From an optimization exercise on the open Yosys and OpenROAD flow, aimed at small area; shortcuts taken in it are not production practice.
Only simulation tests tie the RTL to the original design; equivalence was not proved.

==> flow/design.v (excerpt) <==
module LSTM_HEAD (
    input  wire        clk,
    input  wire        rst,
    input  wire        valid,
    input  wire [13:0] h_1,
    input  wire [13:0] h_2,
    input  wire [13:0] h_3,
    input  wire [13:0] h_4,
    input  wire [13:0] h_5,
    output reg  [1:0]  OUTX,
    output wire [13:0] SCORE_1,
    output wire [13:0] SCORE_2,
    output wire [13:0] SCORE_3,
    output wire [13:0] SCORE_4
);
Settings: LEC_CHECK=0, ABC_AREA=1, CAP_MARGIN=20, CORE_MARGIN=2, CORE_UTILIZATION=50, SLEW_MARGIN=20, SYNTH_HIERARCHICAL=1, SYNTH_MINIMUM_KEEP_SIZE=0; clock period 20.0 ns.
standard.sh (not shown) runs the stock make flow with config.mk's settings and CLKGATE_MAP_FILE= SYNTH_SCRIPT=/design/flow/synth_recipe.tcl, a recipe that flattens the netlist after the stock synthesis.
==> flow/flow/run.sh <==
#!/bin/bash
# Own layout flow: the standard flow (standard.sh), with three changes in how
# the layout is made:
#  - Yosys's ABC maps the combinational logic for area (strash; dch; map -a)
#    instead of for speed; registers are mapped before ABC runs, so they keep
#    the standard synthesis's names and cells;
#  - the port buffers are sky130_fd_sc_hd__buf_1 cells;
#  - clock tree synthesis inserts no dummy loads.
set -euo pipefail
here=$(pwd)
rm -rf "$here/scripts_area"
mkdir -p "$here/scripts_area"
cp -r "$FLOW_HOME/scripts/." "$here/scripts_area/"
cp "$here/flow/abc_area.script" "$here/scripts_area/abc_area.script"
bash standard.sh finish ABC_AREA=1 SCRIPTS_DIR="$here/scripts_area" \
  "BUFFER_PORTS_ARGS=-buffer_cell sky130_fd_sc_hd__buf_1" \
  "CTS_ARGS=-sink_clustering_enable -repair_clock_nets -buf_list sky130_fd_sc_hd__clkbuf_8 -dont_use_dummy_load" \
  > "$here/orfs_make.log" 2>&1 || { tail -50 "$here/orfs_make.log"; exit 1; }
tail -5 "$here/orfs_make.log"
==> flow/flow/abc_area.script <==
strash
dch
map -a
Edit:
--- a/flow/flow/run.sh
+++ b/flow/flow/run.sh
@@ -15,5 +15,5 @@
 bash standard.sh finish ABC_AREA=1 SCRIPTS_DIR="$here/scripts_area" \
   "BUFFER_PORTS_ARGS=-buffer_cell sky130_fd_sc_hd__buf_1" \
-  "CTS_ARGS=-sink_clustering_enable -repair_clock_nets -buf_list sky130_fd_sc_hd__clkbuf_8 -dont_use_dummy_load" \
+  "CTS_ARGS=-sink_clustering_enable -repair_clock_nets -buf_list sky130_fd_sc_hd__clkbuf_8 -sink_clustering_size 24 -dont_use_dummy_load" \
   > "$here/orfs_make.log" 2>&1 || { tail -50 "$here/orfs_make.log"; exit 1; }
 tail -5 "$here/orfs_make.log"
- CAP_MARGIN: 20 -> 10
- SLEW_MARGIN: 20 -> 10
Design area is about the same; non-clock buffer count decreases by 1; worst setup slack loses 7.1 ps; wire length barely changes; sequential cell count does not change; utilization is about the same; count of clock-buffer cells in the layout is unchanged; clock skew hardly moves.

Setup of job 101:
Another version of the RTL of LSTM_HEAD (not shown whole).
For scale: ~150 flip-flops, roughly 130 I/O pins, roughly 33000 µm² of cells after synthesis.
==> flow/design.v (excerpt) <==
module LSTM_HEAD (
    input  wire        clk,
    input  wire        rst,
    input  wire        valid,
    input  wire [13:0] h_1,
    input  wire [13:0] h_2,
    input  wire [13:0] h_3,
    input  wire [13:0] h_4,
    input  wire [13:0] h_5,
    output reg  [1:0]  OUTX,
    output wire [13:0] SCORE_1,
    output wire [13:0] SCORE_2,
    output wire [13:0] SCORE_3,
    output wire [13:0] SCORE_4
);
export LEC_CHECK = 0
export ABC_AREA = 1
export CAP_MARGIN = 20
export CORE_MARGIN = 2
export CORE_UTILIZATION = 50
export SLEW_MARGIN = 20
export SYNTH_HIERARCHICAL = 1
export SYNTH_MINIMUM_KEEP_SIZE = 0
create_clock -name core_clock -period 20.0 [get_ports {clk}]
==> flow/flow/run.sh <==
#!/bin/bash
# Own layout flow: the standard flow (standard.sh), with three changes in how
# the layout is made:
#  - Yosys's ABC maps the combinational logic for area (strash; dch; map -a)
#    instead of for speed; registers are mapped before ABC runs, so they keep
#    the standard synthesis's names and cells;
#  - the port buffers are sky130_fd_sc_hd__buf_1 cells;
#  - clock tree synthesis inserts no dummy loads.
set -euo pipefail
here=$(pwd)
rm -rf "$here/scripts_area"
mkdir -p "$here/scripts_area"
cp -r "$FLOW_HOME/scripts/." "$here/scripts_area/"
cp "$here/flow/abc_area.script" "$here/scripts_area/abc_area.script"
bash standard.sh finish ABC_AREA=1 SCRIPTS_DIR="$here/scripts_area" \
  "BUFFER_PORTS_ARGS=-buffer_cell sky130_fd_sc_hd__buf_2" \
  "CTS_ARGS=-sink_clustering_enable -repair_clock_nets -buf_list sky130_fd_sc_hd__clkbuf_8 -sink_clustering_max_diameter 60 -dont_use_dummy_load" \
  > "$here/orfs_make.log" 2>&1 || { tail -50 "$here/orfs_make.log"; exit 1; }
tail -5 "$here/orfs_make.log"
Scripts as last shown in full above: flow/flow/abc_area.script
Job 101 did not stop at any stage, and its layout met the timing, design-rule and antenna checks.
> inputs changed (job 101 -> job 102)
diff --git a/flow/flow/run.sh b/flow/flow/run.sh
--- a/flow/flow/run.sh
+++ b/flow/flow/run.sh
@@ -15,3 +15,3 @@
 bash standard.sh finish ABC_AREA=1 SCRIPTS_DIR="$here/scripts_area" \
-  "BUFFER_PORTS_ARGS=-buffer_cell sky130_fd_sc_hd__buf_2" \
+  "BUFFER_PORTS_ARGS=-buffer_cell sky130_fd_sc_hd__buf_1" \
   "CTS_ARGS=-sink_clustering_enable -repair_clock_nets -buf_list sky130_fd_sc_hd__clkbuf_8 -sink_clustering_max_diameter 60 -dont_use_dummy_load" \
Results
- Diff job 101 -> job 102 | routed wire length | down slightly
- Job 102 ends up with lower global-route wire length before repair than job 101 does.
- Job 102 -> job 101: sequential share of cell area flat
- Compared with job 101, job 102 instantiates a larger number of standard cells.
- From job 101 to job 102 the numbers moved as follows: wire length on met2 went down.
- Re share of post-route cells with drive strength above 1: job 102 is 3.3 points down on job 101.
- Changes observed in job 102 relative to job 101: flip-flop and latch count held; minimum clock period after layout went up 110 ps.

[afterwards: timing with drivers on the ports]
In the flow no input, the clock included, has a driving cell. The finished layouts below were timed again as built, in two steps. Step 1 (the two cells are an assumption about what drives the block):
set clk [get_ports {clk}]
set_driving_cell -lib_cell sky130_fd_sc_hd__clkbuf_16 $clk
set_driving_cell -lib_cell sky130_fd_sc_hd__buf_2 [delete_from_list [all_inputs] $clk]
Step 2 moves the port delays by t, midway between the first and last clock arrival at a register: inputs arrive t later, outputs are due t later. That takes back most of the time a late clock gives input paths. Slacks: ideal / step 1 / step 2; pairs: ideal / step 1.
| run | t (ns) | setup slack, ns | worst setup path after step 2 | worst slew at a driven data input, ns |
|---|---|---|---|---|
| the first run of note 1 | 0.538 | 3.539 / 3.564 / 3.027 | input to register | 0.05 |
| the second run of note 1 | 0.536 | 3.532 / 3.557 / 3.021 | input to register | 0.05 |
| job 101 | 0.585 | 3.100 / 3.129 / 2.544 | input to register | 0.06 |
| job 102 | 0.559 | 2.993 / 3.027 / 2.468 | input to register | 0.04 |
After both steps setup and hold are still met in every run listed. The setup slack of job 101, which loses most, moves by +0.029 ns with the drivers and by -0.556 ns with both steps.
